Context: an optimization exercise on an open-source flow, tuned for a short achievable clock period and few clock cycles. The choices shown serve that exercise and are no tape-out recipe.
RTL that was checked went through simulation tests only; none was proved equivalent to the original.
The flow treats the clock pin as an ideal source, which a real chip does not have.
Power and IR drop assume default switching activity.

// ARMLEG
module ARMLEG (
	input CLOCK,
	input RESET,
	output [63:0] imem_addr,
	input [31:0] imem_data,
	output [63:0] dmem_addr,
	output [63:0] dmem_wdata,
	output dmem_we,
	output dmem_re,
	input [63:0] dmem_rdata
);
Size: ~15,000 cells after synthesis, about 150,000 sq um of cells after synthesis.
export LEC_CHECK = 0
export CAP_MARGIN = 20
export CORE_MARGIN = 2
export CORE_UTILIZATION = 35
export GPL_TIMING_DRIVEN = 1
export SETUP_SLACK_MARGIN = 5
export SLEW_MARGIN = 20
export SYNTH_HIERARCHICAL = 1
create_clock -name core_clock -period 8.0 [get_ports {CLOCK}]
standard.sh (not shown) runs the stock make flow with config.mk's settings and CLKGATE_MAP_FILE= SYNTH_SCRIPT=/design/flow/synth_recipe.tcl, a recipe that flattens the netlist after the stock synthesis.
==> flow/flow/run.sh <==
#!/bin/bash
# Layout flow: the standard synthesis, unchanged, then the standard ORFS
# steps with these settings changed:
#  - ports are buffered with a plain buffer (by default the port buffering
#    picks a delay cell, which the footprint-bound sizing then mostly keeps);
#  - the resizer may swap a cell for one of the same function with another
#    footprint;
#  - CTS ends with a second timing repair pass (flow/extra_repair.tcl).
# Each step's output is kept in a log of its own here.
set -euo pipefail
bash standard.sh synth > synth.log 2>&1
bash standard.sh "BUFFER_PORTS_ARGS=-buffer_cell sky130_fd_sc_hd__buf_6" MATCH_CELL_FOOTPRINT=0 \
	"POST_CTS_TCL=$PWD/flow/extra_repair.tcl" finish > layout.log 2>&1
==> flow/flow/extra_repair.tcl <==
# A second timing repair pass at the end of CTS (the first one, ORFS's own,
# often stops with paths it could still improve), then legalize again.
estimate_parasitics -placement
repair_timing_helper
set result [catch { detailed_placement } msg]
if { $result != 0 } {
  error "Detailed placement failed after the extra repair: $msg"
}
check_placement -verbose
estimate_parasitics -placement
report_worst_slack -max
Next try:
Settings changed: CORE_UTILIZATION 35 to 30, PLACE_DENSITY set to 0.55.
Outcome:
- The new run completed without violations
- maximum frequency drops by 6.7%
- routed wire length came out higher by 3.3%
- worst setup slack degrades by 0.22 ns
- non-clock buffer count went up by 38
- global-route usage is lower by 3.2 points
- utilization falls by 5.8 points
- sequential share of layout area is lower by 0.36 points
- via count is about the same
- synthesized area stays the same
Next try:
Settings changed: PLACE_DENSITY 0.55 to unset.
- synthesized area does not change
- setup slack improves by 0.18 ns
- critical path depth climbs by 15
- total power falls by 0.86%
- non-clock buffer count rose by 109
- combinational power went up by 3.2%
- utilization climbs by 0.26 points
- count of clock-buffer cells in the layout rises by 29
- sequential power is about the same
- synthesized cell count stays the same
- global-route usage falls by 0.19 points
Next try:
Settings changed: CAP_MARGIN 20 to 50.
Outcome:
- clock skew shrinks by 0.0035 ns
- register-to-register slack stays flat
- power increases by 1.7%
- via count barely changes
- setup slack gets worse by 0.0073 ns
- routed wire length shrinks by 0.35%
- sequential power barely changes
- final area rose by 1.3%
- synthesized area stays the same
- non-clock buffer count rises by 125
No functional check of the RTL was part of any run of this note.

---

## indigo
Another version of the RTL of ARMLEG (not shown whole).
For scale: roughly 14,000 cells after synthesis, ~290 I/O pins.
// ARMLEG
module ARMLEG (
	input CLOCK,
	input RESET,
	output [63:0] imem_addr,
	input [31:0] imem_data,
	output [63:0] dmem_addr,
	output [63:0] dmem_wdata,
	output dmem_we,
	output dmem_re,
	input [63:0] dmem_rdata
);
	integer i;
	reg [9:0] pc;
	reg d_valid;
	reg d_isLD, d_isST, d_add, d_sub, d_and, d_orr, d_cbz, d_wr;
	reg [4:0] d_rd;
	reg [63:0] d_vn, d_vb;          
	reg d_xa, d_wa, d_w2a, d_ra;    
	reg d_xb, d_wb, d_w2b, d_rb;    
	reg d_xa_add, d_xa_and, d_xa_orr, d_xa_ld;    
	reg d_xb_and, d_xb_orr, d_xb_ld, d_xb_addp, d_xb_addn;
	reg [8:0] d_imm;
	reg [9:0] d_tgt;
	reg d_zok;
	reg x_isLD, x_isST, x_add, x_and, x_orr, x_sub, x_wr;
	reg [4:0] x_rd;
	reg [63:0] x_a, x_bi, x_addr;     
	wire [63:0] x_wd;                 
	wire x_we, x_re;                  
	wire [9:0] pc_out;                
	reg w_wr, w2_wr;
	reg [4:0] w_rd, w2_rd;
	reg [63:0] w_res, w2_res;
	reg w_z;
	wire [63:0] w_data;    
	reg [30:0] w_we;       
	reg [63:0] rf [0:30];
	reg [30:0] zf;
	wire [63:0] x_sum, x_sumn;
	Adder alu_add (.a(x_a), .b(x_bi), .cin(x_sub), .sum(x_sum), .sumn(x_sumn));
	wire [63:0] x_andv = x_a & x_bi;
	wire [63:0] x_orv = x_a | x_bi;
	wire [63:0] x_out;
	ForwardingUnitALUMuxB mux_x (.e0s(x_isLD), .e0(dmem_rdata), .e1s(x_and), .e1(x_andv), .e2s(x_orr), .e2(x_orv),
		.e3s(1'b0), .e3(64'b0), .l0s(x_add), .l0(x_sum), .l1s(1'b0), .l1(64'b0), .y(x_out));
	wire x_zalu, rdata_nz;
	ALUControl zt_alu (.a(x_a), .b(x_bi), .cin(x_sub), .add(x_add), .and_(x_and), .orr(x_orr), .z(x_zalu));
	SignExtend zt_ld (.v(dmem_rdata), .nz(rdata_nz));
	wire x_ldz = ~rdata_nz;
	wire x_z = x_zalu | (x_isLD & x_ldz);
	assign dmem_addr = x_addr;
	assign dmem_wdata = x_wd;
	assign dmem_we = x_we;
	assign dmem_re = x_re;
	MEMWB w_copy (.CLOCK(CLOCK), .d(x_out), .q(w_data));
	wire [63:0] va, vb;
	ForwardingUnitALUMuxA mux_a (.s0(d_wa), .d0(w_res), .s1(d_w2a), .d1(w2_res), .s2(d_ra), .d2(d_vn), .y(va));
	ForwardingUnitALUMuxA mux_b (.s0(d_wb), .d0(w_res), .s1(d_w2b), .d1(w2_res), .s2(d_rb), .d2(d_vb), .y(vb));
	wire [63:0] sub64 = {64{d_sub}};
	wire [63:0] opa, opbi;
	ForwardingUnitALUMuxB mux_opa (.e0s(d_xa_and), .e0(x_andv), .e1s(d_xa_orr), .e1(x_orv), .e2s(d_xa_ld), .e2(dmem_rdata),
		.e3s(~d_xa), .e3(va), .l0s(d_xa_add), .l0(x_sum), .l1s(1'b0), .l1(64'b0), .y(opa));
  ...
==> flow/config.mk <==
export PLATFORM = sky130hd
export DESIGN_NAME = ARMLEG
export DESIGN_NICKNAME = ARMLEG
export VERILOG_FILES = /design/flow/design.v
export SDC_FILE = /design/flow/constraint.sdc
export NUM_CORES = 8
export LEC_CHECK = 0
export CAP_MARGIN = 20
export CORE_MARGIN = 2
export CORE_UTILIZATION = 30
export GPL_TIMING_DRIVEN = 1
export SETUP_SLACK_MARGIN = 5
export SLEW_MARGIN = 20
export SYNTH_HIERARCHICAL = 1
==> flow/constraint.sdc <==
create_clock -name core_clock -period 8.0 [get_ports {CLOCK}]
set_input_delay 1.6000 -clock core_clock [delete_from_list [all_inputs] [get_ports {CLOCK}]]
set_output_delay 1.6000 -clock core_clock [all_outputs]
set_load 0.01 [all_outputs]
==> flow/flow/run.sh <==
#!/bin/bash
# Layout flow: the standard synthesis, unchanged, then the standard ORFS
# steps with two settings changed:
#  - ports are buffered with a plain buffer (by default the port buffering
#    picks a delay cell, which the footprint-bound sizing then mostly keeps);
#  - the resizer may swap a cell for one of the same function with another
#    footprint.
# Each step's output is kept in a log of its own here.
set -euo pipefail
bash standard.sh synth > synth.log 2>&1
bash standard.sh "BUFFER_PORTS_ARGS=-buffer_cell sky130_fd_sc_hd__buf_6" MATCH_CELL_FOOTPRINT=0 finish > layout.log 2>&1
The flow did not stop early for indigo: all stages ran, and the layout cleared the timing, design-rule and antenna checks.
Testbench counts of indigo, summed over its fixed seeds: cycles 121,605.
#### Input delta (onyx over indigo)
==> flow/flow/run.sh <==
#!/bin/bash
# Layout flow: the standard synthesis, unchanged, then the standard ORFS
# steps with these settings changed:
#  - ports are buffered with a plain buffer (by default the port buffering
#    picks a delay cell, which the footprint-bound sizing then mostly keeps);
#  - the resizer may swap a cell for one of the same function with another
#    footprint;
#  - timing repair does not clone gates (its clones kept a small drive
#    strength on critical paths);
#  - CTS ends with a second timing repair pass (flow/extra_repair.tcl).
# Each step's output is kept in a log of its own here.
set -euo pipefail
bash standard.sh synth > synth.log 2>&1
bash standard.sh "BUFFER_PORTS_ARGS=-buffer_cell sky130_fd_sc_hd__buf_6" MATCH_CELL_FOOTPRINT=0 \
	SKIP_GATE_CLONING=1 "POST_CTS_TCL=$PWD/flow/extra_repair.tcl" finish > layout.log 2>&1
==> flow/flow/extra_repair.tcl (new file) <==
# A second timing repair pass at the end of CTS (the first one, ORFS's own,
# often stops with paths it could still improve), then legalize again.
estimate_parasitics -placement
repair_timing_helper
set result [catch { detailed_placement } msg]
if { $result != 0 } {
  error "Detailed placement failed after the extra repair: $msg"
}
check_placement -verbose
estimate_parasitics -placement
report_worst_slack -max
Findings:
onyx vs. indigo: remaining max-slew budget at the tightest pin higher, placed cell area about even, final instance count without filler cells has remained practically unchanged.
Lower layout overhead on the synthesized area among onyx and indigo: indigo
Compared indigo against onyx; global-route track usage on met1 within noise.
Side by side, aggregate routed wire length turned out lower in onyx than in indigo.
Delta (onyx minus indigo): worst hold margin saw little to no change, final period demand of the worst path climbed 35 ps.

---

Another version of the RTL of ARMLEG (not shown whole).
Size: roughly 15,000 cells after synthesis, about 150,000 sq um of cells after synthesis.
Settings: LEC_CHECK=0, CAP_MARGIN=20, CORE_MARGIN=2, CORE_UTILIZATION=35, GPL_TIMING_DRIVEN=1, SETUP_SLACK_MARGIN=5, SLEW_MARGIN=20, SYNTH_HIERARCHICAL=1; clock period 8.0 ns.
==> flow/flow/run.sh <==
#!/bin/bash
# Layout flow: the standard synthesis, unchanged, then the standard ORFS
# steps with these settings changed:
#  - ports are buffered with a plain buffer (by default the port buffering
#    picks a delay cell, which the footprint-bound sizing then mostly keeps);
#  - the resizer may swap a cell for one of the same function with another
#    footprint;
#  - CTS ends with a second timing repair pass (flow/extra_repair.tcl).
# Each step's output is kept in a log of its own here.
set -euo pipefail
bash standard.sh synth > synth.log 2>&1
bash standard.sh "BUFFER_PORTS_ARGS=-buffer_cell sky130_fd_sc_hd__buf_6" MATCH_CELL_FOOTPRINT=0 \
	"POST_CTS_TCL=$PWD/flow/extra_repair.tcl" finish > layout.log 2>&1
==> flow/flow/extra_repair.tcl <==
# A second timing repair pass at the end of CTS (the first one, ORFS's own,
# often stops with paths it could still improve), then legalize again.
estimate_parasitics -placement
repair_timing_helper
set result [catch { detailed_placement } msg]
if { $result != 0 } {
  error "Detailed placement failed after the extra repair: $msg"
}
check_placement -verbose
estimate_parasitics -placement
report_worst_slack -max
The starting point passed the timing, design-rule and antenna checks.
Testbench counts at the start, summed over its fixed seeds: cycles 121,605.
Next try:
CORE_UTILIZATION = 30   (was 35)
The changed run finished clean.
Core utilization falls by 5.7 points.
Non-clock buffer count falls by 16.
Maximum frequency falls by about 0.7%.
Synthesized area is unchanged.
Wire length rises by 0.72%.
Sequential share of layout area falls by 0.30 points.
Worst setup slack got worse by 24 ps.
Clock skew rises by 60 ps.
Via count barely changes.

-- static timing again, ports no longer ideal --
The results above use ideal ports. As a check the final layouts listed here were re-extracted and re-timed, cells and wires unchanged.
Step 1, drivers: a clkbuf_16 drives CLOCK and a buf_2 each remaining input, both assumed.
Step 2 also shifts input and output timing later by t, the mid clock arrival at the registers, as if the neighbouring blocks saw the same clock.
Three values: no drivers, after step 1, after step 2; two values: the first two.
run	t, ns	setup WS [ns]	clock arrival spread, ns	cell pins on the clock port's net
the first run of note 1	1.072	4.884 / 4.856 / 3.903	0.086 / 0.086	1
the second run of note 1	1.092	4.661 / 4.539 / 3.776	0.084 / 0.083	1
the third run of note 1	1.099	4.846 / 4.738 / 3.816	0.104 / 0.104	1
the fourth run of note 1	1.101	4.839 / 4.732 / 3.838	0.100 / 0.101	1
indigo	1.056	4.876 / 4.674 / 3.618	0.066 / 0.066	1
onyx	1.070	4.840 / 4.738 / 3.869	0.077 / 0.076	1
the first run of note 3	1.055	4.834 / 4.731 / 3.932	0.096 / 0.096	1
the second run of note 3	1.097	4.810 / 4.699 / 3.903	0.153 / 0.153	1
After both steps every run listed still meets setup and hold. For indigo, which loses most, drivers alone change the setup slack by -0.202 ns; drivers and shift together by -1.258 ns.
